What follows belongs to an exercise in optimizing a design on an open flow for small area, a short achievable clock period and few clock cycles per item; a production flow would make more cautious choices.
RTL that was checked went through simulation tests only; none was proved equivalent to the original.
The RTL of runs 1 to 3 was laid out without a check of its function.
No activity file was given, so power comes from the tool's default toggle rates.

<file path="flow/constraint.sdc">
create_clock -name core_clock -period 8.0 [get_ports {clk}]
set_input_delay 1.6000 -clock core_clock [delete_from_list [all_inputs] [get_ports {clk}]]
set_output_delay 1.6000 -clock core_clock [all_outputs]
set_load 0.01 [all_outputs]
</file>
<file path="flow/standard.sh">
#!/bin/bash
# synth_recipe.tcl (not shown) runs the flow's synth.tcl, then flattens the netlist and writes it again
# the make line also repeats each setting of config.mk as NAME=value (left out here)
make -C /OpenROAD-flow-scripts/flow DESIGN_CONFIG=/design/flow/config.mk WORK_HOME=/design/flow/orfs CLKGATE_MAP_FILE= SYNTH_SCRIPT=/design/flow/synth_recipe.tcl "${@:-finish}"
</file>
<file path="flow/config.mk">
export PLATFORM = sky130hd
export DESIGN_NAME = axis_matvec_mul
export DESIGN_NICKNAME = axis_matvec_mul
export VERILOG_FILES = /design/flow/design.v
export SDC_FILE = /design/flow/constraint.sdc
export NUM_CORES = 4
export LEC_CHECK = 0
export CAP_MARGIN = 20
export CORE_MARGIN = 2
export CORE_UTILIZATION = 40
export SETUP_SLACK_MARGIN = 3
export SLEW_MARGIN = 20
export SYNTH_HIERARCHICAL = 1
export SYNTH_MINIMUM_KEEP_SIZE = 0
</file>
<file path="flow/design.v">
module fa (input logic a, b, c, output logic s, co);
    assign {co, s} = a + b + c;
endmodule
module matvec_row (
    input  logic [23:0] k,
    input  logic [31:0] x,
    output logic [19:0] q
);
    logic s97;
    logic c97;
    logic s98;
    logic c98;
    logic s99;
    logic c99;
    logic s102;
    logic c102;
    logic s103;
    logic c103;
    logic s104;
    logic c104;
    logic s105;
    logic c105;
    logic s106;
    logic c106;
    logic s107;
    logic c107;
    logic s108;
    logic c108;
    logic s109;
    logic c109;
    logic s110;
    logic c110;
    logic s112;
    logic c112;
    logic s113;
    logic c113;
    logic s114;
    logic c114;
    logic s115;
    logic c115;
    logic s116;
    logic c116;
    logic s117;
    logic c117;
    logic s118;
    logic c118;
    logic s119;
    logic c119;
    logic s120;
    logic c120;
    logic s121;
    logic c121;
    logic s122;
    logic c122;
    logic s123;
    logic c123;
    logic s124;
    logic c124;
    logic s125;
    logic c125;
    logic s126;
    logic c126;
    logic s127;
    logic c127;
    logic s129;
    logic c129;
    logic s130;
    logic c130;
    logic s131;
    logic c131;
    logic s132;
    logic c132;
    logic s133;
    logic c133;
    logic s134;
    logic c134;
    logic s135;
    logic c135;
    logic s136;
    logic c136;
    logic s137;
    logic c137;
    logic s138;
    logic c138;
    logic s139;
    logic c139;
    logic s140;
    logic c140;
    logic s141;
    logic c141;
    logic s142;
    logic c142;
    logic s143;
    logic c143;
    logic s144;
    logic c144;
    logic s145;
    logic c145;
    logic s146;
    logic c146;
    logic s147;
    logic c147;
    logic s150;
    logic c150;
    logic s151;
    logic c151;
    logic s152;
    logic c152;
    logic s153;
    logic c153;
    logic s154;
    logic c154;
    logic s155;
    logic c155;
    logic s156;
    logic c156;
    logic s157;
    logic c157;
    logic s158;
    logic c158;
    logic s159;
    logic c159;
    logic s160;
    logic c160;
    logic s161;
    logic c161;
    logic s162;
    logic c162;
    logic s163;
    logic c163;
    logic s164;
    logic c164;
    logic s165;
    logic c165;
    logic s169;
    logic c169;
    logic s170;
    logic c170;
    logic s171;
    logic c171;
    logic s172;
    logic c172;
    logic s173;
    logic c173;
    logic s174;
    logic c174;
    logic s175;
    logic c175;
    logic s176;
    logic c176;
    logic s177;
    logic c177;
    logic s178;
    logic c178;
    logic s183;
    logic c183;
    logic s184;
    logic c184;
    logic s185;
    logic c185;
    logic l0n;
    logic l1n;
    logic l2n;
    logic l3p;
    logic l4n;
    logic l5n;
    logic l6n;
    logic l7p;
    logic l8n;
    logic l9n;
    logic l10n;
    logic l11p;
    logic l12n;
    logic l13n;
    logic l14n;
    logic l15p;
    logic l16n;
    logic l17n;
    logic l18n;
    logic l19p;
    logic l20n;
    logic l21n;
    logic l22n;
    logic l23p;
    logic l24n;
    logic l25n;
    logic l26n;
    logic l27p;
    logic l28n;
    logic l29n;
    logic l30n;
    logic l31p;
    logic l32n;
    logic l33n;
    logic l34p;
    logic l35p;
    logic l36n;
    logic l37n;
    logic l38n;
    logic l39p;
    logic l40n;
    logic l41n;
    logic l42n;
    logic l43p;
    logic l44n;
    logic l45n;
    logic l46n;
    logic l47p;
    logic l48n;
    logic l49n;
    logic l50n;
    logic l51p;
    logic l52n;
    logic l53n;
    logic l54n;
    logic l55p;
    logic l56n;
    logic l57n;
    logic l58n;
    logic l59p;
    logic l60n;
    logic l61p;
    logic l62p;
    logic l63p;
    logic l64p;
    logic l65p;
    logic l66p;
    logic l67n;
    logic l68p;
    logic l69p;
    logic l70p;
    logic l71n;
    logic l72p;
    logic l73p;
    logic l74p;
    logic l75n;
    logic l76p;
    logic l77p;
    logic l78p;
    logic l79n;
    logic l80p;
    logic l81p;
    logic l82p;
    logic l83n;
    logic l84p;
    logic l85p;
    logic l86p;
    logic l87n;
    logic l88p;
    logic l89p;
    logic l90p;
    logic l91p;
    logic l92p;
    logic l93p;
    logic l94p;
    logic l95p;
    assign l95p = (k[23] & x[31]);
    assign l94p = ~(k[23] & x[30]);
    assign l93p = ~(k[23] & x[29]);
    assign l92p = ~(k[23] & x[28]);
    assign l91p = (k[20] & x[27]);
    assign l90p = ~(k[20] & x[26]);
    assign l89p = ~(k[20] & x[25]);
    assign l88p = ~(k[20] & x[24]);
    assign l87n = ~(k[17] & x[23]);
    assign l86p = ~(k[17] & x[22]);
    assign l85p = ~(k[17] & x[21]);
    assign l84p = ~(k[17] & x[20]);
    assign l83n = ~(k[14] & x[19]);
    assign l82p = ~(k[14] & x[18]);
    assign l81p = ~(k[14] & x[17]);
    assign l80p = ~(k[14] & x[16]);
    assign l79n = ~(k[11] & x[15]);
    assign l78p = ~(k[11] & x[14]);
    assign l77p = ~(k[11] & x[13]);
    assign l76p = ~(k[11] & x[12]);
    assign l75n = ~(k[8] & x[11]);
    assign l74p = ~(k[8] & x[10]);
    assign l73p = ~(k[8] & x[9]);
    assign l72p = ~(k[8] & x[8]);
    assign l71n = ~(k[5] & x[7]);
    assign l70p = ~(k[5] & x[6]);
    assign l69p = ~(k[5] & x[5]);
    assign l68p = ~(k[5] & x[4]);
    assign l67n = ~(k[2] & x[3]);
    assign l66p = ~(k[2] & x[2]);
    assign l65p = ~(k[2] & x[1]);
    assign l64p = ~(k[2] & x[0]);
    assign l63p = ~(k[22] & x[31]);
    assign l62p = (k[22] & x[30]);
    assign l61p = (k[22] & x[29]);
    assign l60n = ~(k[22] & x[28]);
    assign l59p = ~(k[19] & x[27]);
    assign l58n = ~(k[19] & x[26]);
    assign l57n = ~(k[19] & x[25]);
    assign l56n = ~(k[19] & x[24]);
    assign l55p = ~(k[16] & x[23]);
    assign l54n = ~(k[16] & x[22]);
    assign l53n = ~(k[16] & x[21]);
    assign l52n = ~(k[16] & x[20]);
    assign l51p = ~(k[13] & x[19]);
    assign l50n = ~(k[13] & x[18]);
    assign l49n = ~(k[13] & x[17]);
    assign l48n = ~(k[13] & x[16]);
    assign l47p = ~(k[10] & x[15]);
    assign l46n = ~(k[10] & x[14]);
    assign l45n = ~(k[10] & x[13]);
    assign l44n = ~(k[10] & x[12]);
    assign l43p = ~(k[7] & x[11]);
    assign l42n = ~(k[7] & x[10]);
    assign l41n = ~(k[7] & x[9]);
    assign l40n = ~(k[7] & x[8]);
    assign l39p = ~(k[4] & x[7]);
    assign l38n = ~(k[4] & x[6]);
    assign l37n = ~(k[4] & x[5]);
    assign l36n = ~(k[4] & x[4]);
    assign l35p = ~(k[1] & x[3]);
    assign l34p = (k[1] & x[2]);
    assign l33n = ~(k[1] & x[1]);
    assign l32n = ~(k[1] & x[0]);
    assign l31p = ~(k[21] & x[31]);
    assign l30n = ~(k[21] & x[30]);
    assign l29n = ~(k[21] & x[29]);
    assign l28n = ~(k[21] & x[28]);
    assign l27p = ~(k[18] & x[27]);
    assign l26n = ~(k[18] & x[26]);
    assign l25n = ~(k[18] & x[25]);
    assign l24n = ~(k[18] & x[24]);
    assign l23p = ~(k[15] & x[23]);
    assign l22n = ~(k[15] & x[22]);
    assign l21n = ~(k[15] & x[21]);
    assign l20n = ~(k[15] & x[20]);
    assign l19p = ~(k[12] & x[19]);
    assign l18n = ~(k[12] & x[18]);
    assign l17n = ~(k[12] & x[17]);
    assign l16n = ~(k[12] & x[16]);
    assign l15p = ~(k[9] & x[15]);
    assign l14n = ~(k[9] & x[14]);
    assign l13n = ~(k[9] & x[13]);
    assign l12n = ~(k[9] & x[12]);
    assign l11p = ~(k[6] & x[11]);
    assign l10n = ~(k[6] & x[10]);
    assign l9n = ~(k[6] & x[9]);
    assign l8n = ~(k[6] & x[8]);
    assign l7p = ~(k[3] & x[7]);
    assign l6n = ~(k[3] & x[6]);
    assign l5n = ~(k[3] & x[5]);
    assign l4n = ~(k[3] & x[4]);
    assign l3p = ~(k[0] & x[3]);
    assign l2n = ~(k[0] & x[2]);
    assign l1n = ~(k[0] & x[1]);
    assign l0n = ~(k[0] & x[0]);
    fa u_fa97 (.a(l0n), .b(l4n), .c(l8n), .s(s97), .co(c97));
    fa u_fa98 (.a(l12n), .b(l16n), .c(l20n), .s(s98), .co(c98));
    fa u_fa99 (.a(l24n), .b(l28n), .c(s97), .s(s99), .co(c99));
    fa u_fa102 (.a(l1n), .b(l5n), .c(l9n), .s(s102), .co(c102));
    fa u_fa103 (.a(l13n), .b(l17n), .c(l21n), .s(s103), .co(c103));
    fa u_fa104 (.a(l25n), .b(l29n), .c(l32n), .s(s104), .co(c104));
    fa u_fa105 (.a(l36n), .b(l40n), .c(l44n), .s(s105), .co(c105));
    fa u_fa106 (.a(l48n), .b(l52n), .c(l56n), .s(s106), .co(c106));
    fa u_fa107 (.a(l60n), .b(c97), .c(c98), .s(s107), .co(c107));
    fa u_fa108 (.a(s102), .b(s103), .c(s104), .s(s108), .co(c108));
    fa u_fa109 (.a(s105), .b(s106), .c(c99), .s(s109), .co(c109));
    fa u_fa110 (.a(s107), .b(s108), .c(s109), .s(s110), .co(c110));
    fa u_fa112 (.a(l2n), .b(l6n), .c(l10n), .s(s112), .co(c112));
    fa u_fa113 (.a(l14n), .b(l18n), .c(l22n), .s(s113), .co(c113));
    fa u_fa114 (.a(l26n), .b(l30n), .c(l33n), .s(s114), .co(c114));
    fa u_fa115 (.a(l37n), .b(l41n), .c(l45n), .s(s115), .co(c115));
    fa u_fa116 (.a(l49n), .b(l53n), .c(l57n), .s(s116), .co(c116));
    fa u_fa117 (.a(l61p), .b(l64p), .c(l68p), .s(s117), .co(c117));
    fa u_fa118 (.a(l72p), .b(l76p), .c(l80p), .s(s118), .co(c118));
    fa u_fa119 (.a(l84p), .b(l88p), .c(l92p), .s(s119), .co(c119));
    fa u_fa120 (.a(c102), .b(c103), .c(c104), .s(s120), .co(c120));
    fa u_fa121 (.a(c105), .b(c106), .c(s112), .s(s121), .co(c121));
    fa u_fa122 (.a(s113), .b(s114), .c(s115), .s(s122), .co(c122));
    fa u_fa123 (.a(~s116), .b(s117), .c(s118), .s(s123), .co(c123));
    fa u_fa124 (.a(s119), .b(~c107), .c(~c108), .s(s124), .co(c124));
    fa u_fa125 (.a(s120), .b(s121), .c(s122), .s(s125), .co(c125));
    fa u_fa126 (.a(s123), .b(~c109), .c(s124), .s(s126), .co(c126));
    fa u_fa127 (.a(~s125), .b(~c110), .c(s126), .s(s127), .co(c127));
    fa u_fa129 (.a(l3p), .b(l7p), .c(l11p), .s(s129), .co(c129));
    fa u_fa130 (.a(l15p), .b(l19p), .c(l23p), .s(s130), .co(c130));
    fa u_fa131 (.a(l27p), .b(l31p), .c(l34p), .s(s131), .co(c131));
    fa u_fa132 (.a(l38n), .b(l42n), .c(l46n), .s(s132), .co(c132));
    fa u_fa133 (.a(l50n), .b(l54n), .c(l58n), .s(s133), .co(c133));
    fa u_fa134 (.a(l62p), .b(l65p), .c(l69p), .s(s134), .co(c134));
    fa u_fa135 (.a(l73p), .b(l77p), .c(l81p), .s(s135), .co(c135));
    fa u_fa136 (.a(l85p), .b(l89p), .c(l93p), .s(s136), .co(c136));
    fa u_fa137 (.a(c112), .b(c113), .c(c114), .s(s137), .co(c137));
    fa u_fa138 (.a(~c115), .b(~c116), .c(c117), .s(s138), .co(c138));
    fa u_fa139 (.a(c118), .b(c119), .c(s129), .s(s139), .co(c139));
    fa u_fa140 (.a(s130), .b(s131), .c(~s132), .s(s140), .co(c140));
    fa u_fa141 (.a(~s133), .b(s134), .c(s135), .s(s141), .co(c141));
    fa u_fa142 (.a(s136), .b(~c120), .c(~c121), .s(s142), .co(c142));
    fa u_fa143 (.a(~c122), .b(c123), .c(~s137), .s(s143), .co(c143));
    fa u_fa144 (.a(s138), .b(s139), .c(s140), .s(s144), .co(c144));
    fa u_fa145 (.a(s141), .b(c124), .c(~c125), .s(s145), .co(c145));
    fa u_fa146 (.a(s142), .b(s143), .c(s144), .s(s146), .co(c146));
    fa u_fa147 (.a(c126), .b(s145), .c(s146), .s(s147), .co(c147));
    fa u_fa150 (.a(l35p), .b(l39p), .c(l43p), .s(s150), .co(c150));
    fa u_fa151 (.a(l47p), .b(l51p), .c(l55p), .s(s151), .co(c151));
    fa u_fa152 (.a(l59p), .b(l63p), .c(l66p), .s(s152), .co(c152));
    fa u_fa153 (.a(l70p), .b(l74p), .c(l78p), .s(s153), .co(c153));
    fa u_fa154 (.a(l82p), .b(l86p), .c(l90p), .s(s154), .co(c154));
    fa u_fa155 (.a(l94p), .b(c129), .c(c130), .s(s155), .co(c155));
    fa u_fa156 (.a(c131), .b(~c132), .c(~c133), .s(s156), .co(c156));
    fa u_fa157 (.a(c134), .b(c135), .c(c136), .s(s157), .co(c157));
    fa u_fa158 (.a(s150), .b(s151), .c(s152), .s(s158), .co(c158));
    fa u_fa159 (.a(s153), .b(s154), .c(~c137), .s(s159), .co(c159));
    fa u_fa160 (.a(c138), .b(c139), .c(c140), .s(s160), .co(c160));
    fa u_fa161 (.a(c141), .b(s155), .c(s156), .s(s161), .co(c161));
    fa u_fa162 (.a(s157), .b(s158), .c(c142), .s(s162), .co(c162));
    fa u_fa163 (.a(c143), .b(s159), .c(c144), .s(s163), .co(c163));
    fa u_fa164 (.a(s160), .b(s161), .c(c145), .s(s164), .co(c164));
    fa u_fa165 (.a(s162), .b(c146), .c(s163), .s(s165), .co(c165));
    fa u_fa169 (.a(l67n), .b(l71n), .c(l75n), .s(s169), .co(c169));
    fa u_fa170 (.a(l79n), .b(l83n), .c(l87n), .s(s170), .co(c170));
    fa u_fa171 (.a(l91p), .b(l95p), .c(c150), .s(s171), .co(c171));
    fa u_fa172 (.a(c151), .b(c152), .c(c153), .s(s172), .co(c172));
    fa u_fa173 (.a(c154), .b(~s169), .c(~s170), .s(s173), .co(c173));
    fa u_fa174 (.a(c155), .b(c156), .c(c157), .s(s174), .co(c174));
    fa u_fa175 (.a(c158), .b(s171), .c(s172), .s(s175), .co(c175));
    fa u_fa176 (.a(s173), .b(c159), .c(c160), .s(s176), .co(c176));
    fa u_fa177 (.a(c161), .b(s174), .c(s175), .s(s177), .co(c177));
    fa u_fa178 (.a(c162), .b(c163), .c(s176), .s(s178), .co(c178));
    fa u_fa183 (.a(~c169), .b(~c170), .c(c171), .s(s183), .co(c183));
    fa u_fa184 (.a(c172), .b(c173), .c(c174), .s(s184), .co(c184));
    fa u_fa185 (.a(c175), .b(s183), .c(c176), .s(s185), .co(c185));
    assign q = {c185, c184, c183, s185, c178, c177, s184, c165, s178, c164, s177, s165, c147, s164, s147, c127, s127, s110, s99, s98};
endmodule
module matvec_row_sum (
    input  logic [19:0] q,
    output logic [9:0]  y
);
    logic s193;
    logic c193;
    logic s194;
    logic c194;
    logic s195;
    logic c195;
    logic s196;
    logic c196;
    logic s197;
    logic c197;
    logic s198;
    logic c198;
    logic s199;
    logic c199;
    logic s200;
    logic c200;
    fa u_fa193 (.a(q[6]), .b(q[7]), .c(q[8]), .s(s193), .co(c193));
    fa u_fa194 (.a(q[9]), .b(q[10]), .c(q[11]), .s(s194), .co(c194));
    assign s195 = ~(q[12] ^ c193);
    assign c195 = q[12] | c193;
    fa u_fa196 (.a(q[13]), .b(q[14]), .c(q[15]), .s(s196), .co(c196));
    assign s197 = ~(q[16] ^ c194);
    assign c197 = q[16] | c194;
    fa u_fa198 (.a(s196), .b(c195), .c(s197), .s(s198), .co(c198));
    fa u_fa199 (.a(q[17]), .b(q[18]), .c(q[19]), .s(s199), .co(c199));
    fa u_fa200 (.a(c196), .b(s199), .c(c197), .s(s200), .co(c200));
    logic [9:0] ya, yb;
    assign ya = {1'b1, c199, c198, s198, s194, s193, q[4], q[3], ~q[2], ~q[0]};
    assign yb = {1'b0, c200, s200, 1'b0, s195, 1'b0, q[5], 1'b0, 1'b0, ~q[1]};
    assign y = ya + yb;
endmodule
module matvec_mul #(
    parameter R=8, C=8, W_X=4, W_K=3,
    localparam NQ = 20
  )(
    input  logic [R*C*W_K-1:0] k,
    input  logic [C*W_X-1:0]   x,
    output logic [R*NQ-1:0]    q
  );
  genvar r;
  for (r = 0; r < R; r = r + 1) begin : g_row
    matvec_row u_row (.k(k[r*C*W_K +: C*W_K]), .x(x), .q(q[r*NQ +: NQ]));
  end
endmodule
module matvec_sum #(
    parameter R=8, C=8, W_X=4, W_K=3,
    localparam W_Y = W_X + W_K + $clog2(C),
    localparam NQ = 20
  )(
    input  logic [R*NQ-1:0]    q,
    output logic [R*W_Y-1:0]   y
  );
  genvar r;
  for (r = 0; r < R; r = r + 1) begin : g_row
    matvec_row_sum u_row (.q(q[r*NQ +: NQ]), .y(y[r*W_Y +: W_Y]));
  end
endmodule
module axis_matvec_mul #(
    parameter R=8, C=8, W_X=4, W_K=3,
    localparam W_Y = W_X + W_K + $clog2(C),
    localparam NQ = 20
)(
    input  logic clk, rstn,
    output logic s_axis_kx_tready,
    input  logic s_axis_kx_tvalid,
    input  logic [R*C*W_K + C*W_X -1:0] s_axis_kx_tdata,
    input  logic m_axis_y_tready,
    output logic m_axis_y_tvalid,
    output logic [R*W_Y-1:0] m_axis_y_tdata
);
    logic [R*NQ-1:0] q_d, q;
    matvec_mul #(
        .R(R), .C(C), .W_X(W_X), .W_K(W_K)
    ) MATVEC (
        .k(s_axis_kx_tdata[R*C*W_K-1:0]),
        .x(s_axis_kx_tdata[R*C*W_K +: C*W_X]),
        .q(q_d)
    );
    assign s_axis_kx_tready = !m_axis_y_tvalid || m_axis_y_tready;
    always_ff @(posedge clk or negedge rstn) begin
        if (!rstn)
            m_axis_y_tvalid <= 1'b0;
        else if (s_axis_kx_tready)
            m_axis_y_tvalid <= s_axis_kx_tvalid;
    end
    always_ff @(posedge clk) begin
        if (s_axis_kx_tready)
            q <= q_d;
    end
    matvec_sum #(
        .R(R), .C(C), .W_X(W_X), .W_K(W_K)
    ) SUM (
        .q(q),
        .y(m_axis_y_tdata)
    );
endmodule
</file>
<file path="flow/flow/run.sh">
#!/bin/bash
# The standard layout, with each port's buffer a sky130_fd_sc_hd__buf_1
# (the standard flow picks a larger delay buffer), and timing repair limited
# to resizing and pin swaps.  Each step's full output is in orfs/logs;
# make's own output is in make.log.
set -euo pipefail
export BUFFER_PORTS_ARGS="-buffer_cell sky130_fd_sc_hd__buf_1"
export SETUP_MOVE_SEQUENCE="unbuffer,sizeup,swap"
export SKIP_GATE_CLONING=1
bash standard.sh finish > make.log 2>&1
</file>
==> flow_summary.ini, run 1 <==
[run]
maxCapViolations = 0

[sta]
finalWorstSetupSlack_ns = 3.06
finClkSkew_ns = 0.00722
tightest_slew_ns = 1.12
max_freq_mhz = 202
hold_viol = 0
slew_viol_final = 0
rsz0062_at_grt = false
finalSetupViolCount = 0
finalSetupTns_ns = 0
slew_headroom = 0.252
fin_crit_ns = 4.94
fin_crit_sh = 0.618

[yosys]
synth_nets = 3183
async_reset_ff_frac = 0.00621
seq_area_frac_synth = 0.190
synthesis.area_sq_um = 25400
synth_cells = 2235
ys_seq_elements = 161
synth_top_cell_by_area = fa_1
syn_avg_cell_area_sq_um = 11.4
synth_area_leaders = fa_1 52%, edfxtp_1 19%, nand2_1 11%
synth_flop_cell = edfxtp_1
ys_top_cells_by_count = 728 x nand2_1, 656 x fa_1, 264 x inv_1
synth_edf_count = 160
synth_cell_types = 24
synth_warnings = 7
synth_top_area_share = 0.517
synth_most_common_cell = nand2_1

[place]
dp_slack_ns = 2.61
hpwl_um = 62800
port_buffers = 309
gp_congestion = 0.951
dp.cells = 3243

[run_status]
outcome = no timing/DRC/antenna violations

[floorplanning]
die_w_um = 256
die_height_um = 256
dieArea_sq_um = 65500
core-area_sq_um = 63000
rows = 92
io_pins = 310
initial_core_util = 0.403

[clock_tree]
cts_buffers = 17
clk_latency_ns = 0.50
clockRootBuffer = clkbuf_16
hold_buffers = 0
cts_resized = 0
clk_transition_reported_paths_ns = 0.07
htree_levels = 4
cts_tree = yes
cts_buffer_depth = 2
clkSinkCount = 161
postCtsSetupRepairBufs = 0

[routing]
first_pass_iters = 6
vias = 17942
drt_wl_total_um = 83400
routedWlPerCell_um = 25.4
antenna_left = 0
drc = 0
drt_iter0_markers = 1737
viasPerCell = 5.46

[power_and_ir_drop]
power_w = 0.0101
p_per_area_nw_per_um2 = 373
peakVddDrop_v = 0.000370
p_leak_nw = 11.0

[final_layout]
area_growth_pct = 6.81
drive_gt1_frac = 0.0441
nets = 3364
stdcell_count = 3287
fill_cells = 6017
multiInputGateArea_sq_um = 18400
seqCellArea_sq_um = 4830

[critical_path]
ff2ff_setup_slack_ns = 5.81
start_kind = input pin
cpMaxStageDelayCell = clkbuf_2
r2r-start = m_axis_y_tvalid
cp_data_arrival_time_ns = 5.18
cpMostUsedCell = fa_1
required_ns = 8.24
cp_max_fo = 24
r2r_end = q[109]
crit_path_end_kind = flop
worstPathCellList = clkbuf_2, nand2_1, fa_1, inv_1, fa_1, fa_1, fa_1, fa_1
worstRegToRegCells = 2
max_stage_delay_ns = 0.78
crit_type = input pin to flop

[global_routing]
antenna_found_initial = 19
grt_max_degree = 74
overflow = 0
grt_use_total = 0.264
grt_pass1_vias = 20158
grt_pass1_wl_um = 125000

[worst_hold_path]
hp-class = input pin to asynchronous set/reset pin
per-stage QoR:
step	cell area, sq um	hold slack, ns	utilization
finish	27100	0.847	0.431
global route	27100	0.829	0.431
CTS	27100	0.816	0.430
detailed placement	26600	0.964	0.422
global placement	26600	0.945	0.422
floorplan	25400	1.30	-
cell usage in the layout, fill, tap and decap left out, drive strengths merged, types with 3 or more instances in the layout:
cell      Yosys  routed
o2111a        8       8
diode         0      13
edfxtp      160     160
a41oi         8       8
clkinvlp      0       3
clkinv        0       7
o21ai         8       8
nand3         8       8
a31o         16      16
a21o          8       8
inv         264     266
o311ai        8       8
buf         160     291
a211oi        8       8
and3          8       8
ha           64      64
xor2         16      16
xnor2        40      40
clkbuf        0      49
nand2       728     728
and2         40      40
and4b         8       8
fa          656     656
a311o         8       8
a31oi         8       8
logic make-up (layout without fill, tap and decap cells):
logic type                 after synthesis  count (layout)  synth area share
and+or+nand+nor                        794             794             0.125
xor gates and xnor gates                56              56            0.0193
other                                    0              13                 0
adders and majority gates              720             720             0.549
buffers and inverters                  424             617            0.0863
AOI/OAI and AO/OA                       80              80            0.0307
DFF                                    161             161             0.190
worst max path at each step:
stage,startpoint,end,slack [ns],depth (start not counted)
CTS,s_axis_kx_tdata[198],q[145],3.13,8
detailed placement,s_axis_kx_tdata[209],q[45],2.61,8
finish,s_axis_kx_tdata[209],q[45],3.06,8
global placement,s_axis_kx_tdata[195],q[5],2.68,7
floorplan,s_axis_kx_tdata[221],q[105],3.54,7
global route,s_axis_kx_tdata[195],q[5],3.00,7
per-module statistics from Yosys (local to each module, per instance), excerpt:
module,cells inside,flip-flops and latches,cell area [sq um],copies in the design
matvec_row,138,0,606,8
fa,1,0,20.0,656
axis_matvec_mul,163,161,4850,1
matvec_row_sum,39,0,322,8
critical path: cells and delay by family:
family                   cells  cell delay (ns)
adder cells (fa/ha/maj)      5             2.51
AND/OR/NAND/NOR              1             0.20
buffers and inverters        2             0.84
power by group:
part	switching, W	leakage (nW)	total (W)	internal [W]
registers	0.000186	1.61	0.00178	0.00159
logic	0.00432	9.09	0.00754	0.00322
clock network	0.000382	0.258	0.000805	0.000423
total	0.00489	11.0	0.0101	0.00523
sequential cells by signal (all words and copies together), names as in the netlist:
signal / count
q: 160
m_axis_y_tvalid: 1
area by class of cell:
type / instances / area share
inverters: 264 / 0.0365
diodes: 13 / 0.00120
clock inverters: 13 / 0.00420
clock buffers: 18 / 0.0158
well taps: 846 / 0.0390
multi-input cells: 1650 / 0.677
repair buffers: 322 / 0.0478
flip-flops and latches: 161 / 0.178
metal layers:
layer	up-vias	global-route usage	wire, um
met5	-	0	109
met4	18	0.105	2700
met3	222	0.0861	10700
met1	9343	0.331	30200
met2	1240	0.423	39700
li1	7119	-	-
==> run 2: changes to the inputs <==
--- a/flow/design.v
+++ b/flow/design.v
@@ -5,5 +5,5 @@
     input  logic [23:0] k,
     input  logic [31:0] x,
-    output logic [19:0] q
+    output logic [16:0] q
 );
     logic s97;
@@ -153,4 +153,8 @@
     logic s178;
     logic c178;
+    logic s179;
+    logic c179;
+    logic s182;
+    logic c182;
     logic s183;
     logic c183;
@@ -159,4 +163,6 @@
     logic s185;
     logic c185;
+    logic s189;
+    logic c189;
     logic l0n;
     logic l1n;
@@ -424,11 +430,14 @@
     fa u_fa177 (.a(c161), .b(s174), .c(s175), .s(s177), .co(c177));
     fa u_fa178 (.a(c162), .b(c163), .c(s176), .s(s178), .co(c178));
-    fa u_fa183 (.a(~c169), .b(~c170), .c(c171), .s(s183), .co(c183));
-    fa u_fa184 (.a(c172), .b(c173), .c(c174), .s(s184), .co(c184));
-    fa u_fa185 (.a(c175), .b(s183), .c(c176), .s(s185), .co(c185));
-    assign q = {c185, c184, c183, s185, c178, c177, s184, c165, s178, c164, s177, s165, c147, s164, s147, c127, s127, s110, s99, s98};
+    fa u_fa179 (.a(s177), .b(c164), .c(s178), .s(s179), .co(c179));
+    fa u_fa182 (.a(~c169), .b(~c170), .c(c171), .s(s182), .co(c182));
+    fa u_fa183 (.a(c172), .b(c173), .c(c174), .s(s183), .co(c183));
+    fa u_fa184 (.a(c175), .b(s182), .c(c176), .s(s184), .co(c184));
+    fa u_fa185 (.a(s183), .b(c177), .c(c178), .s(s185), .co(c185));
+    fa u_fa189 (.a(c182), .b(c183), .c(c184), .s(s189), .co(c189));
+    assign q = {c189, s189, c185, s185, c179, s184, s179, c165, s165, c147, s164, s147, c127, s127, s110, s99, s98};
 endmodule
 module matvec_row_sum (
-    input  logic [19:0] q,
+    input  logic [16:0] q,
     output logic [9:0]  y
 );
@@ -443,28 +452,19 @@
     logic s197;
     logic c197;
-    logic s198;
-    logic c198;
-    logic s199;
-    logic c199;
-    logic s200;
-    logic c200;
     fa u_fa193 (.a(q[6]), .b(q[7]), .c(q[8]), .s(s193), .co(c193));
-    fa u_fa194 (.a(q[9]), .b(q[10]), .c(q[11]), .s(s194), .co(c194));
-    assign s195 = ~(q[12] ^ c193);
-    assign c195 = q[12] | c193;
-    fa u_fa196 (.a(q[13]), .b(q[14]), .c(q[15]), .s(s196), .co(c196));
-    assign s197 = ~(q[16] ^ c194);
-    assign c197 = q[16] | c194;
-    fa u_fa198 (.a(s196), .b(c195), .c(s197), .s(s198), .co(c198));
-    fa u_fa199 (.a(q[17]), .b(q[18]), .c(q[19]), .s(s199), .co(c199));
-    fa u_fa200 (.a(c196), .b(s199), .c(c197), .s(s200), .co(c200));
+    assign s194 = ~(q[9] ^ q[10]);
+    assign c194 = q[9] | q[10];
+    fa u_fa195 (.a(q[11]), .b(q[12]), .c(q[13]), .s(s195), .co(c195));
+    assign s196 = ~(c194 ^ s195);
+    assign c196 = c194 | s195;
+    fa u_fa197 (.a(q[14]), .b(q[15]), .c(c195), .s(s197), .co(c197));
     logic [9:0] ya, yb;
-    assign ya = {1'b1, c199, c198, s198, s194, s193, q[4], q[3], ~q[2], ~q[0]};
-    assign yb = {1'b0, c200, s200, 1'b0, s195, 1'b0, q[5], 1'b0, 1'b0, ~q[1]};
+    assign ya = {1'b1, q[16], c196, s196, c193, s193, q[4], q[3], ~q[2], ~q[0]};
+    assign yb = {1'b0, c197, s197, 1'b0, s194, 1'b0, q[5], 1'b0, 1'b0, ~q[1]};
     assign y = ya + yb;
 endmodule
 module matvec_mul #(
     parameter R=8, C=8, W_X=4, W_K=3,
-    localparam NQ = 20
+    localparam NQ = 17
   )(
     input  logic [R*C*W_K-1:0] k,
@@ -480,5 +480,5 @@
     parameter R=8, C=8, W_X=4, W_K=3,
     localparam W_Y = W_X + W_K + $clog2(C),
-    localparam NQ = 20
+    localparam NQ = 17
   )(
     input  logic [R*NQ-1:0]    q,
@@ -493,5 +493,5 @@
     parameter R=8, C=8, W_X=4, W_K=3,
     localparam W_Y = W_X + W_K + $clog2(C),
-    localparam NQ = 20
+    localparam NQ = 17
 )(
     input  logic clk, rstn,
==> flow/flow/run.sh (replaced) <==
#!/bin/bash
# The standard layout, with these changes:
# - each port's buffer is a sky130_fd_sc_hd__buf_1 (the standard flow picks a
#   larger delay buffer);
# - timing repair is limited to resizing and pin swaps;
# - after the standard synthesis, the largest buffers are kept out of the
#   resizer's reach, and clock tree synthesis uses sky130_fd_sc_hd__clkbuf_8.
# Each step's full output is in orfs/logs; make's own output is in synth.log
# and make.log.
set -euo pipefail
export BUFFER_PORTS_ARGS="-buffer_cell sky130_fd_sc_hd__buf_1"
export SETUP_MOVE_SEQUENCE="unbuffer,sizeup,swap"
export SKIP_GATE_CLONING=1
bash standard.sh synth > synth.log 2>&1
export DONT_USE_CELLS="sky130_fd_sc_hd__clkbuf_16 sky130_fd_sc_hd__buf_12 sky130_fd_sc_hd__buf_16 sky130_fd_sc_hd__bufinv_16"
export CTS_BUF_LIST="sky130_fd_sc_hd__clkbuf_8"
bash standard.sh finish > make.log 2>&1
--- a/flow/config.mk
+++ b/flow/config.mk
@@ -9,5 +9,5 @@
 export CORE_MARGIN = 2
 export CORE_UTILIZATION = 40
-export SETUP_SLACK_MARGIN = 3
+export SETUP_SLACK_MARGIN = 3.2
 export SLEW_MARGIN = 20
 export SYNTH_HIERARCHICAL = 1
==> flow_summary.ini, run 2 <==
[yosys]
synth_most_common_cell = nand2_1
synth_cells = 2179
ys_top_cells_by_count = 728 x nand2_1, 656 x fa_1, 248 x inv_1
syn_avg_cell_area_sq_um = 11.2
synth_top_cell_by_area = fa_1
synth_warnings = 7
synthesis.area_sq_um = 24500
ys_seq_elements = 137
synth_flop_cell = edfxtp_1
synth_top_area_share = 0.537
synth_area_leaders = fa_1 54%, edfxtp_1 17%, nand2_1 11%
synth_edf_count = 136
synth_nets = 3127
async_reset_ff_frac = 0.00730
seq_area_frac_synth = 0.168
synth_cell_types = 25

[sta]
hold_viol = 0
tightest_slew_ns = 0.732
slew_headroom = 0.512
finalSetupViolCount = 0
fin_crit_sh = 0.599
finalSetupTns_ns = 0
max_freq_mhz = 209
fin_crit_ns = 4.79
rsz0062_at_grt = true
slew_viol_final = 0
finClkSkew_ns = 0.0132

[clock_tree]
clockRootBuffer = clkbuf_8
clk_transition_reported_paths_ns = 0.09
clk_latency_ns = 0.56
cts_buffers = 17
htree_levels = 4
hold_buffers = 0
cts_tree = yes
cts_buffer_depth = 2
clkSinkCount = 137

[power_and_ir_drop]
combinationalPowerShare = 0.752
p_sw_w = 0.00437
pwr-share-seq = 0.180
clkPwrFrac = 0.069
p_per_area_nw_per_um2 = 346
peakVddDrop_v = 0.000314
internal-power_w = 0.00478
p_leak_nw = 10.8
switching_share = 0.477

[routing]
routedWlPerCell_um = 25.1
viasPerCell = 5.40
first_pass_iters = 6
drt_iter0_markers = 1418
vias = 17310
drc = 0
drt_wl_total_um = 80500
antenna_left = 0

[global_routing]
grt_pass1_wl_um = 120000
grt_max_degree = 52
grt_pass1_vias = 19463
overflow = 0
grt_use_total = 0.265
antenna_found_initial = 24

[floorplanning]
io_pins = 310
initial_core_util = 0.405
die_w_um = 251
die_height_um = 251
dieArea_sq_um = 63100
rows = 90
core-area_sq_um = 60400

[critical_path]
cpMaxStageDelayCell = fa_1
cp_max_fo = 18
required_ns = 8.31
worstPathCellList = buf_4, buf_4, nand2_1, fa_1, fa_1, fa_1, fa_1, fa_1, fa_1
cpMostUsedCell = fa_1
path_delay_family = adder cells
crit_type = input pin to flop
crit_path_end_kind = flop
start_kind = input pin
cp_data_arrival_time_ns = 5.11
max_stage_delay_ns = 0.59
critical_path_buf_inv_count = 2

[place]
dp.cells = 3156
placed_area_sq_um = 25800
hpwl_um = 63100
gp_congestion = 0.964
port_buffers = 309

[final_layout]
fin_area_sq_um = 26400
top_regs = q: 136 flops, m_axis_y_tvalid: 1 flops
regMostFlops = q
final_cell_mix = 728 x nand2_1, 647 x fa_1, 268 x buf_1, 250 x inv_1, 136 x edfxtp_1
drive_gt1_frac = 0.0632
largest_register_ffs = 136
layout_commonest_cell = nand2_1
nets = 3341
stdcell_count = 3203
area_growth_pct = 8.14

[run_status]
outcome = no timing/DRC/antenna violations

[run]
maxCapViolations = 0

[worst_hold_path]
hp-class = input pin to asynchronous set/reset pin
## run 2: kinds of logic after synthesis
kind of cell | share of synthesized area
AO/OA/AOI/OAI | 0.0282
XOR/XNOR | 0.0201
adder cells (fa/ha/maj) | 0.570
buffers and inverters | 0.0798
flip-flops | 0.168
AND/OR/NAND/NOR | 0.134
## run 2: stage by stage
step                total power, W  setup WS [ns]  hold slack (ns)  utilization
global route                0.0102           3.18            0.737        0.438
floorplan                  0.00770           3.20             1.30            -
global placement           0.00834           2.33            0.977        0.427
finish                     0.00915           3.21            0.784        0.438
detailed placement         0.00848           2.27             1.00        0.427
CTS                        0.00918           3.20            0.707        0.436
## run 2: cell type report
type                    instances  area (sq um)
flip-flops and latches        137          4110
fillers                      5799         33900
clock buffers                  17           234
clock inverters                15           179
multi-input cells            1658         18500
repair buffers                331          1500
diodes                         15          37.5
well taps                     782           978
inverters                     248           931
## run 2: power by group through the flow
stage	Clock [W]	Combinational [W]	Sequential [W]
after global placement	0	0.00668	0.00166
after global routing	0.000675	0.00780	0.00169
after CTS	0.000656	0.00687	0.00165
final	0.000628	0.00688	0.00165
after floorplan	0	0.00608	0.00163
after detailed placement	0	0.00681	0.00167
## run 2: worst paths after layout
kind	from	end	slack [ns]	cells past startpoint
max	s_axis_kx_tdata[195]	q[112]	3.21	9
min	rstn	m_axis_y_tvalid	0.78	1
max reg2reg	m_axis_y_tvalid	q[84]	5.96	2
min reg2reg	m_axis_y_tvalid	m_axis_y_tvalid	1.00	2
max in group asynchronous	rstn	m_axis_y_tvalid	7.12	1
min in group core_clock	m_axis_y_tvalid	m_axis_y_tvalid	1.00	2
## run 2: metal layers
metal | share of wire | routed length [um] | GRT usage
met1 | 0.38 | 30400 | 0.338
met2 | 0.48 | 38500 | 0.419
met3 | 0.11 | 9170 | 0.0895
met4 | 0.029 | 2350 | 0.102
met5 | 0.0013 | 108 | 0
## run 2: what timing repair did
item / in CTS / in global routing
endpoints found under the setup margin: 44 / 32
gates resized for setup: 36 / 42
pin swaps: 1 / 6
buffers inserted: 0 / 0
## run 2: modules after synthesis, one instance, submodules excluded, a selection
module	times used	cells inside	flip-flops and latches
axis_matvec_mul	1	139	137
fa	656	1	0
matvec_row	8	135	0
matvec_row_sum	8	38	0
==> run 3: changes to the inputs <==
--- a/flow/flow/run.sh
+++ b/flow/flow/run.sh
@@ -2,5 +2,7 @@
 # The standard layout, with these changes:
 # - each port's buffer is a sky130_fd_sc_hd__buf_1 (the standard flow picks a
-#   larger delay buffer);
+#   larger delay buffer), except that after global placement the buffers of
+#   the X ports (s_axis_kx_tdata[223:192], 24 loads each) become
+#   $X_PORT_BUFFER (flow/post_gpl.tcl);
 # - timing repair is limited to resizing and pin swaps;
 # - after the standard synthesis, the largest buffers are kept out of the
@@ -15,3 +17,5 @@
 export DONT_USE_CELLS="sky130_fd_sc_hd__clkbuf_16 sky130_fd_sc_hd__buf_12 sky130_fd_sc_hd__buf_16 sky130_fd_sc_hd__bufinv_16"
 export CTS_BUF_LIST="sky130_fd_sc_hd__clkbuf_8"
+export POST_GLOBAL_PLACE_TCL="$PWD/flow/post_gpl.tcl"
+export X_PORT_BUFFER="${X_PORT_BUFFER:-sky130_fd_sc_hd__buf_8}"
 bash standard.sh finish > make.log 2>&1
==> flow/flow/post_gpl.tcl (new file) <==
set cell sky130_fd_sc_hd__buf_8
if { [info exists ::env(X_PORT_BUFFER)] } { set cell $::env(X_PORT_BUFFER) }
set block [ord::get_db_block]
set n 0
foreach bterm [$block getBTerms] {
  if { [regexp {^s_axis_kx_tdata\[(\d+)\]$} [$bterm getName] -> idx] && $idx >= 192 } {
    set net [$bterm getNet]
    foreach iterm [$net getITerms] {
      set inst [$iterm getInst]
      if { [string match "*buf*" [[$inst getMaster] getName]] } {
        replace_cell [$inst getName] $cell
        incr n
      }
    }
  }
}
puts "post_gpl: resized $n X port buffers to $cell"
==> flow_summary.ini, run 3 <==
[run_status]
outcome = no timing/DRC/antenna violations

[power_and_ir_drop]
p_leak_nw = 10.9
peakVddDrop_v = 0.000367
combinationalPowerShare = 0.748
pwr-share-seq = 0.179
internal-power_w = 0.00481
p_per_area_nw_per_um2 = 344
clkPwrFrac = 0.072
p_sw_w = 0.00436
switching_share = 0.475

[yosys]
synth_warnings = 7
syn_avg_cell_area_sq_um = 11.2
synth_top_cell_by_area = fa_1
seq_area_frac_synth = 0.168
synthesis.area_sq_um = 24500
ys_seq_elements = 137
async_reset_ff_frac = 0.00730
ys_top_cells_by_count = 728 x nand2_1, 656 x fa_1, 248 x inv_1
synth_area_leaders = fa_1 54%, edfxtp_1 17%, nand2_1 11%
synth_most_common_cell = nand2_1
synth_top_area_share = 0.537
synth_cells = 2179
synth_flop_cell = edfxtp_1
synth_cell_types = 25
synth_edf_count = 136
synth_nets = 3127

[critical_path]
cpMostUsedCell = fa_1
max_stage_delay_ns = 0.54
worstPathCellList = buf_8, buf_4, nand2_1, fa_1, fa_1, inv_1, fa_2, fa_1, fa_1, fa_1
crit_type = input pin to flop
start_kind = input pin
cpMaxStageDelayCell = fa_1
path_delay_family = adder cells
required_ns = 8.31
cp_max_fo = 24
crit_path_end_kind = flop
critical_path_buf_inv_count = 3
cp_data_arrival_time_ns = 5.07

[final_layout]
largest_register_ffs = 136
top_regs = q: 136 flops, m_axis_y_tvalid: 1 flops
layout_commonest_cell = nand2_1
final_cell_mix = 728 x nand2_1, 648 x fa_1, 271 x buf_1, 250 x inv_1, 136 x edfxtp_1
area_growth_pct = 9.05
drive_gt1_frac = 0.0615
fill_cells = 5846
nets = 3341
regMostFlops = q
stdcell_count = 3207

[global_routing]
grt_use_met1 = 0.343
grt_pass1_wl_um = 121000
overflow = 0
grt_use_total = 0.266
antenna_found_initial = 26
grt_pass1_vias = 19620
grt_max_degree = 52
busiest_layer = met2
met3_usage = 0.0757
use_met2 = 0.422

[sta]
max_freq_mhz = 210
fin_crit_ns = 4.76
hold_viol = 0
rsz0062_at_grt = true
finClkSkew_ns = 0.0120
tightest_slew_ns = 0.730
finalSetupViolCount = 0
finalSetupTns_ns = 0
slew_viol_final = 0
slew_headroom = 0.513
fin_crit_sh = 0.595

[clock_tree]
cts_buffer_depth = 2
htree_levels = 4
cts_tree = yes
cts_buffers = 17
clk_latency_ns = 0.56
clockRootBuffer = clkbuf_8
postCtsSetupRepairBufs = 0
clk_transition_reported_paths_ns = 0.09
hold_buffers = 0
clkSinkCount = 137

[worst_hold_path]
hp-class = input pin to asynchronous set/reset pin

[routing]
routedWlPerCell_um = 25.2
drt_wl_total_um = 80700
antenna_left = 0
drt_iter0_markers = 1567
first_pass_iters = 5
viasPerCell = 5.43
drc = 0
vias = 17410

[floorplanning]
dieArea_sq_um = 63100
initial_core_util = 0.405
die_height_um = 251
rows = 90
die_w_um = 251
core-area_sq_um = 60400
io_pins = 310

[place]
port_buffers = 309
hpwl_um = 63200
dp.cells = 3156

[run]
maxCapViolations = 0
## run 3: final cells by class
cell class                 instances  area, sq um  share of cell area
antenna                           19         47.5             0.00178
clock buffer                      17          234             0.00877
clock inverter                    15          203             0.00760
inverter                         248          931              0.0349
multi-input combinational       1658        18500               0.693
sequential                       137         4110               0.154
tap                              782          978              0.0367
timing repair buffer             331         1700              0.0636
## run 3: power by group through the flow
stage	Clock [W]	Combinational, W	Sequential [W]
3_3_place_gp	0	0.00668	0.00166
6_report	0.000664	0.00686	0.00164
3_5_place_dp	0	0.00683	0.00167
2_1_floorplan	0	0.00608	0.00163
5_1_grt	0.000712	0.00778	0.00169
4_1_cts	0.000689	0.00689	0.00165
## run 3: cell families (layout without fill, tap and decap cells)
logic type	Yosys count	after routing	synth area share
and+or+nand+nor	802	802	0.134
xor gates and xnor gates	56	56	0.0201
adders and majority gates	720	720	0.570
AOI/OAI and AO/OA	80	80	0.0282
buffers and inverters	384	611	0.0798
DFF	137	137	0.168
other	0	19	0
## run 3: through the flow
| stage | power (W) | setup WS (ns) | cell area, sq um | util | hold slack, ns |
|---|---|---|---|---|---|
| after floorplan | 0.00770 | 3.20 | 24500 | - | 1.30 |
| after global routing | 0.0102 | 3.20 | 26700 | 0.442 | 0.736 |
| after detailed placement | 0.00849 | 2.62 | 26100 | 0.433 | 1.01 |
| after global placement | 0.00834 | 2.33 | 25800 | 0.427 | 0.977 |
| after CTS | 0.00923 | 3.20 | 26600 | 0.440 | 0.717 |
| final | 0.00917 | 3.24 | 26700 | 0.442 | 0.781 |
## run 3: path summary, 6_finish.rpt
path	startpoint	end	slack, ns	cells after the start
max in group asynchronous	rstn	m_axis_y_tvalid	7.12	1
min	rstn	m_axis_y_tvalid	0.78	1
max	s_axis_kx_tdata[222]	q[95]	3.24	10
min reg2reg	m_axis_y_tvalid	m_axis_y_tvalid	1.00	2
min in group core_clock	m_axis_y_tvalid	m_axis_y_tvalid	1.00	2
max reg2reg	m_axis_y_tvalid	q[27]	5.96	2
## run 3: per-layer routing
metal  part of all wire  wire length, um  up-vias
met5             0.0015              118        -
met4              0.036             2870       18
met3               0.11             8950      204
met2               0.47            38300     1063
met1               0.38            30400     9109
li1                   -                -     7016
## run 3: modules after synthesis, one instance, submodules excluded, excerpt
module / cells inside / times used
fa: 1 / 656
axis_matvec_mul: 139 / 1
matvec_row_sum: 38 / 8
matvec_row: 135 / 8
## run 3: timing repair
action | CTS | global route
gates resized for setup | 4 | 13
pin swaps | 0 | 5
gates cloned | 0 | 0
setup endpoints to repair | 3 | 18
==> run 4: changes to the inputs <==
--- a/flow/design.v
+++ b/flow/design.v
@@ -5,5 +5,5 @@
     input  logic [23:0] k,
     input  logic [31:0] x,
-    output logic [16:0] q
+    output logic [15:0] q
 );
     logic s97;
@@ -133,4 +133,8 @@
     logic s165;
     logic c165;
+    logic s166;
+    logic c166;
+    logic s168;
+    logic c168;
     logic s169;
     logic c169;
@@ -153,6 +157,4 @@
     logic s178;
     logic c178;
-    logic s179;
-    logic c179;
     logic s182;
     logic c182;
@@ -420,24 +422,25 @@
     fa u_fa164 (.a(s160), .b(s161), .c(c145), .s(s164), .co(c164));
     fa u_fa165 (.a(s162), .b(c146), .c(s163), .s(s165), .co(c165));
-    fa u_fa169 (.a(l67n), .b(l71n), .c(l75n), .s(s169), .co(c169));
-    fa u_fa170 (.a(l79n), .b(l83n), .c(l87n), .s(s170), .co(c170));
-    fa u_fa171 (.a(l91p), .b(l95p), .c(c150), .s(s171), .co(c171));
-    fa u_fa172 (.a(c151), .b(c152), .c(c153), .s(s172), .co(c172));
-    fa u_fa173 (.a(c154), .b(~s169), .c(~s170), .s(s173), .co(c173));
-    fa u_fa174 (.a(c155), .b(c156), .c(c157), .s(s174), .co(c174));
-    fa u_fa175 (.a(c158), .b(s171), .c(s172), .s(s175), .co(c175));
-    fa u_fa176 (.a(s173), .b(c159), .c(c160), .s(s176), .co(c176));
-    fa u_fa177 (.a(c161), .b(s174), .c(s175), .s(s177), .co(c177));
-    fa u_fa178 (.a(c162), .b(c163), .c(s176), .s(s178), .co(c178));
-    fa u_fa179 (.a(s177), .b(c164), .c(s178), .s(s179), .co(c179));
-    fa u_fa182 (.a(~c169), .b(~c170), .c(c171), .s(s182), .co(c182));
-    fa u_fa183 (.a(c172), .b(c173), .c(c174), .s(s183), .co(c183));
-    fa u_fa184 (.a(c175), .b(s182), .c(c176), .s(s184), .co(c184));
-    fa u_fa185 (.a(s183), .b(c177), .c(c178), .s(s185), .co(c185));
+    fa u_fa166 (.a(s164), .b(c147), .c(s165), .s(s166), .co(c166));
+    fa u_fa168 (.a(l67n), .b(l71n), .c(l75n), .s(s168), .co(c168));
+    fa u_fa169 (.a(l79n), .b(l83n), .c(l87n), .s(s169), .co(c169));
+    fa u_fa170 (.a(l91p), .b(l95p), .c(c150), .s(s170), .co(c170));
+    fa u_fa171 (.a(c151), .b(c152), .c(c153), .s(s171), .co(c171));
+    fa u_fa172 (.a(c154), .b(~s168), .c(~s169), .s(s172), .co(c172));
+    fa u_fa173 (.a(c155), .b(c156), .c(c157), .s(s173), .co(c173));
+    fa u_fa174 (.a(c158), .b(s170), .c(s171), .s(s174), .co(c174));
+    fa u_fa175 (.a(s172), .b(c159), .c(c160), .s(s175), .co(c175));
+    fa u_fa176 (.a(c161), .b(s173), .c(s174), .s(s176), .co(c176));
+    fa u_fa177 (.a(c162), .b(c163), .c(s175), .s(s177), .co(c177));
+    fa u_fa178 (.a(s176), .b(c164), .c(s177), .s(s178), .co(c178));
+    fa u_fa182 (.a(~c168), .b(~c169), .c(c170), .s(s182), .co(c182));
+    fa u_fa183 (.a(c171), .b(c172), .c(c173), .s(s183), .co(c183));
+    fa u_fa184 (.a(c174), .b(s182), .c(c175), .s(s184), .co(c184));
+    fa u_fa185 (.a(s183), .b(c176), .c(c177), .s(s185), .co(c185));
     fa u_fa189 (.a(c182), .b(c183), .c(c184), .s(s189), .co(c189));
-    assign q = {c189, s189, c185, s185, c179, s184, s179, c165, s165, c147, s164, s147, c127, s127, s110, s99, s98};
+    assign q = {c189, s189, c185, s185, c178, s184, c166, s178, c165, s166, s147, c127, s127, s110, s99, s98};
 endmodule
 module matvec_row_sum (
-    input  logic [16:0] q,
+    input  logic [15:0] q,
     output logic [9:0]  y
 );
@@ -450,21 +453,17 @@
     logic s196;
     logic c196;
-    logic s197;
-    logic c197;
-    fa u_fa193 (.a(q[6]), .b(q[7]), .c(q[8]), .s(s193), .co(c193));
-    assign s194 = ~(q[9] ^ q[10]);
-    assign c194 = q[9] | q[10];
-    fa u_fa195 (.a(q[11]), .b(q[12]), .c(q[13]), .s(s195), .co(c195));
-    assign s196 = ~(c194 ^ s195);
-    assign c196 = c194 | s195;
-    fa u_fa197 (.a(q[14]), .b(q[15]), .c(c195), .s(s197), .co(c197));
+    fa u_fa193 (.a(q[7]), .b(q[8]), .c(q[9]), .s(s193), .co(c193));
+    fa u_fa194 (.a(q[10]), .b(q[11]), .c(q[12]), .s(s194), .co(c194));
+    assign s195 = ~(c193 ^ s194);
+    assign c195 = c193 | s194;
+    fa u_fa196 (.a(q[13]), .b(q[14]), .c(c194), .s(s196), .co(c196));
     logic [9:0] ya, yb;
-    assign ya = {1'b1, q[16], c196, s196, c193, s193, q[4], q[3], ~q[2], ~q[0]};
-    assign yb = {1'b0, c197, s197, 1'b0, s194, 1'b0, q[5], 1'b0, 1'b0, ~q[1]};
+    assign ya = {1'b1, q[15], c195, s195, 1'b1, q[6], q[4], q[3], ~q[2], ~q[0]};
+    assign yb = {1'b0, c196, s196, 1'b0, s193, 1'b0, q[5], 1'b0, 1'b0, ~q[1]};
     assign y = ya + yb;
 endmodule
 module matvec_mul #(
     parameter R=8, C=8, W_X=4, W_K=3,
-    localparam NQ = 17
+    localparam NQ = 16
   )(
     input  logic [R*C*W_K-1:0] k,
@@ -480,5 +479,5 @@
     parameter R=8, C=8, W_X=4, W_K=3,
     localparam W_Y = W_X + W_K + $clog2(C),
-    localparam NQ = 17
+    localparam NQ = 16
   )(
     input  logic [R*NQ-1:0]    q,
@@ -493,5 +492,5 @@
     parameter R=8, C=8, W_X=4, W_K=3,
     localparam W_Y = W_X + W_K + $clog2(C),
-    localparam NQ = 17
+    localparam NQ = 16
 )(
     input  logic clk, rstn,
==> flow/flow/run.sh (replaced) <==
#!/bin/bash
# The standard layout, with these changes:
# - each port's buffer is first a sky130_fd_sc_hd__buf_8, so that global
#   placement adds no buffers behind it; after global placement
#   (flow/post_gpl2.tcl) the buffers of the X ports (s_axis_kx_tdata[223:192],
#   24 loads each) stay $X_PORT_BUFFER and all other port buffers become
#   sky130_fd_sc_hd__buf_1 (the standard flow picks a larger delay buffer);
# - timing repair is limited to resizing and pin swaps;
# - after the standard synthesis, the largest buffers are kept out of the
#   resizer's reach, and clock tree synthesis uses sky130_fd_sc_hd__clkbuf_8
#   and inserts no dummy loads.
# Each step's full output is in orfs/logs; make's own output is in synth.log
# and make.log.
set -euo pipefail
export BUFFER_PORTS_ARGS="-buffer_cell sky130_fd_sc_hd__buf_8"
export SETUP_MOVE_SEQUENCE="unbuffer,sizeup,swap"
export SKIP_GATE_CLONING=1
bash standard.sh synth > synth.log 2>&1
export DONT_USE_CELLS="sky130_fd_sc_hd__clkbuf_16 sky130_fd_sc_hd__buf_12 sky130_fd_sc_hd__buf_16 sky130_fd_sc_hd__bufinv_16"
export CTS_ARGS="-sink_clustering_enable -repair_clock_nets -buf_list sky130_fd_sc_hd__clkbuf_8 -dont_use_dummy_load"
export POST_GLOBAL_PLACE_TCL="$PWD/flow/post_gpl2.tcl"
export X_PORT_BUFFER="${X_PORT_BUFFER:-sky130_fd_sc_hd__buf_6}"
bash standard.sh finish > make.log 2>&1
==> flow/flow/post_gpl2.tcl (new file) <==
set xcell sky130_fd_sc_hd__buf_8
if { [info exists ::env(X_PORT_BUFFER)] } { set xcell $::env(X_PORT_BUFFER) }
set small sky130_fd_sc_hd__buf_1
set block [ord::get_db_block]
set nx 0
set ns 0
foreach bterm [$block getBTerms] {
  set name [$bterm getName]
  if { $name == "clk" } { continue }
  set isx [expr { [regexp {^s_axis_kx_tdata\[(\d+)\]$} $name -> idx] && $idx >= 192 }]
  set net [$bterm getNet]
  foreach iterm [$net getITerms] {
    set inst [$iterm getInst]
    set master [[$inst getMaster] getName]
    if { ![string match "*buf*" $master] } { continue }
    if { $isx } {
      if { $master != $xcell } { replace_cell [$inst getName] $xcell }
      incr nx
    } else {
      if { $master != $small } { replace_cell [$inst getName] $small }
      incr ns
    }
  }
}
puts "post_gpl: $nx X port buffers are $xcell, $ns other port buffers are $small"
removed: flow/flow/post_gpl.tcl
==> flow_summary.ini, run 4 <==
[yosys]
synth_warnings = 7
synth_cells = 2147
synth_top_area_share = 0.559
synth_area_leaders = fa_1 56%, edfxtp_1 16%, nand2_1 12%
ys_top_cells_by_count = 736 x nand2_1, 664 x fa_1, 232 x inv_1
ys_seq_elements = 129
seq_area_frac_synth = 0.163
synthesis.area_sq_um = 23800
synth_top_cell_by_area = fa_1
synth_flop_cell = edfxtp_1
syn_avg_cell_area_sq_um = 11.1
synth_nets = 3087
async_reset_ff_frac = 0.00775
synth_most_common_cell = nand2_1
synth_cell_types = 21
synth_edf_count = 128

[critical_path]
worstRegToRegCells = 3
crit_end = q[22]
cp_data_arrival_time_ns = 4.97
cp_max_fo = 24
ff2ff_setup_slack_ns = 5.32
crit_start = s_axis_kx_tdata[218]
crit_path_end_kind = flop
r2r-start = m_axis_y_tvalid
start_kind = input pin
crit_type = input pin to flop
r2r_end = q[29]
required_ns = 8.28

[power_and_ir_drop]
internal-power_w = 0.00451
clkPwrFrac = 0.049
switching_share = 0.491
combinationalPowerShare = 0.767
pwr-share-seq = 0.184
p_per_area_nw_per_um2 = 346
p_leak_nw = 10.2
p_sw_w = 0.00435
peakVddDrop_v = 0.000424

[run_status]
outcome = no timing/DRC/antenna violations

[clock_tree]
cts_buffer_depth = 2
hold_buffers = 0
htree_levels = 4
cts_buffers = 17
postCtsSetupRepairBufs = 0
clockRootBuffer = clkbuf_8
clkSinkCount = 129
clk_latency_ns = 0.54
clk_transition_reported_paths_ns = 0.07
cts_tree = yes

[final_layout]
fill_cells = 5649
top_regs = q: 128 flops, m_axis_y_tvalid: 1 flops
layout_commonest_cell = nand2_1
drive_gt1_frac = 0.0605
seqCellArea_sq_um = 3870
regMostFlops = q
area_growth_pct = 7.59
multiInputGateArea_sq_um = 18200
nets = 3289
stdcell_count = 3124
final_cell_mix = 736 x nand2_1, 608 x fa_1, 276 x buf_1, 232 x inv_1, 128 x edfxtp_1
largest_register_ffs = 128

[worst_hold_path]
hp-class = input pin to asynchronous set/reset pin

[sta]
slew_headroom = 0.428
finClkSkew_ns = 0.0148
finalWorstSetupSlack_ns = 3.31
finalSetupTns_ns = 0
finalSetupViolCount = 0
fin_crit_sh = 0.587
fin_crit_ns = 4.69
hold_viol = 0
max_freq_mhz = 213
tightest_slew_ns = 0.858
slew_viol_final = 0
rsz0062_at_grt = false

[routing]
vias = 16819
antenna_left = 0
first_pass_iters = 6
drt_wl_total_um = 78300
viasPerCell = 5.38
drc = 0
routedWlPerCell_um = 25.1
drt_iter0_markers = 1583

[run]
maxCapViolations = 0

[place]
hpwl_um = 58800
port_buffers = 309
dp.cells = 3103
dp_slack_ns = 2.77

[global_routing]
grt_pass1_vias = 19091
grt_use_total = 0.269
overflow = 0
grt_max_degree = 64
grt_pass1_wl_um = 117000
antenna_found_initial = 16

[floorplanning]
die_height_um = 248
io_pins = 310
core-area_sq_um = 58900
dieArea_sq_um = 61500
rows = 89
initial_core_util = 0.404
die_w_um = 248
-- run 4: what timing repair did --
item	in CTS	in global routing
setup endpoints to repair	0	1
gates resized for setup	0	2
hold endpoints to repair	0	0
-- run 4: critical path: stages --
cell     delay [ns]
buf_6          0.32
nand2_1        0.15
fa_1           0.45
fa_1           0.42
inv_1          0.11
fa_1           0.45
fa_1           0.49
fa_1           0.52
fa_1           0.42
-- run 4: cell type report --
| type | count | area share |
|---|---|---|
| flip-flops and latches | 129 | 0.151 |
| multi-input cells | 1658 | 0.712 |
| diodes | 4 | 0.000391 |
| clock buffers | 17 | 0.00914 |
| well taps | 773 | 0.0378 |
| repair buffers | 311 | 0.0553 |
| inverters | 232 | 0.0340 |
-- run 4: logic make-up (layout without fill, tap and decap cells) --
group | Yosys count | in the layout | share of synthesized area
DFF | 129 | 129 | 0.163
AOI/OAI and AO/OA | 48 | 48 | 0.0139
and+or+nand+nor | 842 | 842 | 0.142
other | 0 | 4 | 0
xor gates and xnor gates | 56 | 56 | 0.0206
buffers and inverters | 360 | 560 | 0.0770
adders and majority gates | 712 | 712 | 0.584
-- run 4: power by group through the flow --
stage          logic [W]  clock network, W  registers [W]
6_report         0.00680          0.000434        0.00163
5_1_grt          0.00781          0.000479        0.00167
4_1_cts          0.00696          0.000465        0.00164
3_5_place_dp     0.00693                 0        0.00165
3_3_place_gp     0.00902                 0        0.00164
2_1_floorplan    0.00631                 0        0.00161
-- run 4: modules after synthesis, one instance, submodules excluded, a selection --
module | times used | cells | area, sq um
axis_matvec_mul | 1 | 131 | 3890
matvec_row | 8 | 134 | 576
matvec_row_sum | 8 | 35 | 251
fa | 664 | 1 | 20.0
-- run 4: worst min path at each step --
stage	to	slack (ns)	cells past startpoint
floorplan	m_axis_y_tvalid	1.30	0
global placement	q[2]	0.96	1
detailed placement	q[3]	0.93	1
CTS	m_axis_y_tvalid	0.71	1
global route	m_axis_y_tvalid	0.75	1
finish	m_axis_y_tvalid	0.80	1
-- run 4: through the flow --
| step | utilization | hold slack (ns) | cell area [sq um] | total power (W) |
|---|---|---|---|---|
| 2_1_floorplan | - | 1.30 | 23900 | 0.00792 |
| 3_3_place_gp | 0.486 | 0.963 | 28600 | 0.0107 |
| 3_5_place_dp | 0.431 | 0.934 | 25400 | 0.00858 |
| 4_1_cts | 0.435 | 0.709 | 25600 | 0.00906 |
| 5_1_grt | 0.435 | 0.748 | 25600 | 0.00996 |
| 6_report | 0.435 | 0.800 | 25600 | 0.00886 |
-- run 4: layer usage --
layer | GRT usage | vias up | wire length, um
met5 | 0 | - | 163
met4 | 0.0930 | 26 | 2580
met3 | 0.0967 | 219 | 9870
met2 | 0.433 | 1071 | 37500
met1 | 0.337 | 8748 | 28200
li1 | - | 6755 | -
Testbench counts of run 4, summed over its fixed seeds: cycles 520, items 512.
==> run 5: changes to the inputs <==
--- a/flow/flow/run.sh
+++ b/flow/flow/run.sh
@@ -20,4 +20,4 @@
 export CTS_ARGS="-sink_clustering_enable -repair_clock_nets -buf_list sky130_fd_sc_hd__clkbuf_8 -dont_use_dummy_load"
 export POST_GLOBAL_PLACE_TCL="$PWD/flow/post_gpl2.tcl"
-export X_PORT_BUFFER="${X_PORT_BUFFER:-sky130_fd_sc_hd__buf_6}"
+export X_PORT_BUFFER="${X_PORT_BUFFER:-sky130_fd_sc_hd__buf_8}"
 bash standard.sh finish > make.log 2>&1
--- a/flow/config.mk
+++ b/flow/config.mk
@@ -9,5 +9,5 @@
 export CORE_MARGIN = 2
 export CORE_UTILIZATION = 40
-export SETUP_SLACK_MARGIN = 3.2
+export SETUP_SLACK_MARGIN = 3.4
 export SLEW_MARGIN = 20
 export SYNTH_HIERARCHICAL = 1
==> flow_summary.ini, run 5 <==
[yosys]
synth_top_cell_by_area = fa_1
syn_avg_cell_area_sq_um = 11.1
synth_flop_cell = edfxtp_1
async_reset_ff_frac = 0.00775
synth_warnings = 7
synthesis.area_sq_um = 23800
synth_cell_types = 21
synth_nets = 3087
synth_top_area_share = 0.559
ys_seq_elements = 129
seq_area_frac_synth = 0.163
synth_cells = 2147
synth_edf_count = 128
synth_area_leaders = fa_1 56%, edfxtp_1 16%, nand2_1 12%
ys_top_cells_by_count = 736 x nand2_1, 664 x fa_1, 232 x inv_1
synth_most_common_cell = nand2_1

[critical_path]
required_ns = 8.30
start_kind = input pin
max_stage_delay_ns = 0.55
r2r-start = m_axis_y_tvalid
r2r_end = q[43]
cp_data_arrival_time_ns = 4.87
ff2ff_setup_slack_ns = 5.59
crit_path_end_kind = flop
cpMaxStageDelayCell = fa_2
cp_max_fo = 24
worstRegToRegCells = 3
crit_type = input pin to flop
worstPathCellList = buf_8, nand2_1, fa_1, fa_1, inv_1, fa_2, fa_2, fa_2, fa_1

[clock_tree]
postCtsSetupRepairBufs = 0
clockRootBuffer = clkbuf_8
clkSinkCount = 129
cts_buffer_depth = 2
cts_buffers = 17
clk_transition_reported_paths_ns = 0.08
htree_levels = 4
hold_buffers = 0
cts_tree = yes
clk_latency_ns = 0.55

[sta]
finClkSkew_ns = 0.0191
finalSetupViolCount = 0
fin_crit_sh = 0.571
hold_viol = 0
fin_crit_ns = 4.57
slew_headroom = 0.316
rsz0062_at_grt = true
finalSetupTns_ns = 0
tightest_slew_ns = 1.03
slew_viol_final = 0
max_freq_mhz = 219

[power_and_ir_drop]
p_per_area_nw_per_um2 = 353
peakVddDrop_v = 0.000421
power_w = 0.00914
p_leak_nw = 10.4

[run_status]
outcome = no timing/DRC/antenna violations

[routing]
routedWlPerCell_um = 24.8
drc = 0
antenna_left = 0
vias = 16916
drt_wl_total_um = 77500
viasPerCell = 5.41
first_pass_iters = 5
drt_iter0_markers = 1542

[place]
placed_area_sq_um = 25500
dp.cells = 3103
hpwl_um = 58400
port_buffers = 309

[final_layout]
largest_register_ffs = 128
nets = 3289
stdcell_count = 3125
drive_gt1_frac = 0.0754
fill_cells = 5643
regMostFlops = q
top_regs = q: 128 flops, m_axis_y_tvalid: 1 flops
area_growth_pct = 8.84
fin_area_sq_um = 25900
layout_commonest_cell = nand2_1
final_cell_mix = 736 x nand2_1, 606 x fa_1, 259 x buf_1, 232 x inv_1, 128 x edfxtp_1

[floorplanning]
dieArea_sq_um = 61500
die_height_um = 248
die_w_um = 248
rows = 89
initial_core_util = 0.404
io_pins = 310
core-area_sq_um = 58900

[global_routing]
grt_max_degree = 76
grt_pass1_wl_um = 115000
grt_use_total = 0.264
antenna_found_initial = 7
overflow = 0
grt_pass1_vias = 19146

[run]
maxCapViolations = 0

[worst_hold_path]
hp-class = input pin to asynchronous set/reset pin
==> run 5: cell counts after synthesis <==
Identical to the previous run, type by type.
==> run 5: worst max-delay path by stage <==
stage,cells after the start,to,from
6_report,9,q[38],s_axis_kx_tdata[218]
5_1_grt,8,m_axis_y_tdata[18],q[26]
4_1_cts,8,m_axis_y_tdata[68],q[108]
3_5_place_dp,9,q[118],s_axis_kx_tdata[172]
3_3_place_gp,8,q[22],s_axis_kx_tdata[207]
2_1_floorplan,8,q[102],s_axis_kx_tdata[194]
==> run 5: worst max-delay path: cells and delay by family <==
kind,cells,cell delay (ns)
buf+inv,2,0.30
fa+ha+maj,6,2.77
simple gates,1,0.14
==> run 5: cell type report <==
type                            instances  area (sq um)  share of cell area
Antenna cell                            5          12.5            0.000483
Clock buffer                           17           234             0.00903
Inverter                              232           871              0.0336
Multi-Input combinational cell       1658         18300               0.707
Sequential cell                       129          3870               0.149
Tap cell                              773           967              0.0373
Timing Repair Buffer                  311          1630              0.0628
==> run 5: cells by family after synthesis <==
| family | count (synthesis) | share of synthesized area |
|---|---|---|
| xor+xnor | 56 | 0.0206 |
| compound gates | 48 | 0.0139 |
| simple gates | 842 | 0.142 |
| fa+ha+maj | 712 | 0.584 |
| flops | 129 | 0.163 |
| buf+inv | 360 | 0.0770 |
==> run 5: layer usage <==
metal,share of wire,GRT usage
met2,0.47,0.422
met5,0.00050,0
met1,0.36,0.333
met3,0.13,0.0896
met4,0.037,0.0960
==> run 5: report_power, final <==
group	total [W]	internal, W	leakage [nW]	switching [W]
Clock	0.000446	0.000186	0.122	0.000260
Combinational	0.00706	0.00304	8.94	0.00402
Sequential	0.00163	0.00145	1.30	0.000180
==> run 5: per-stage QoR <==
step	util	hold WS [ns]	worst slack (ns)
after global placement	0.486	1.07	2.90
after detailed placement	0.433	1.04	2.83
after global routing	0.440	0.751	3.37
after CTS	0.437	0.733	3.29
after floorplan	-	1.30	3.20
final	0.440	0.792	3.43
==> run 5: per-module statistics from Yosys (local to each module, per instance), a selection <==
| module | cells inside | area [sq um] | flops+latches | copies in the design |
|---|---|---|---|---|
| matvec_row_sum | 35 | 251 | 0 | 8 |
| axis_matvec_mul | 131 | 3890 | 129 | 1 |
| fa | 1 | 20.0 | 0 | 664 |
| matvec_row | 134 | 576 | 0 | 8 |
==> run 5: repair_timing <==
action / 4_1_cts / 5_1_grt
pin swaps: 5 / 3
resized for setup: 9 / 44
hold endpoints to repair: 0 / 0
endpoints found under the setup margin: 4 / 22

Re-timed with assumed drivers on the ports (clkbuf_16 on the clock, buf_2 on other inputs), run 5 has 3.420 ns of setup slack against 3.430 ns with ideal ports, and 2.836 ns once port delays also move by the mid clock arrival of 0.600 ns.
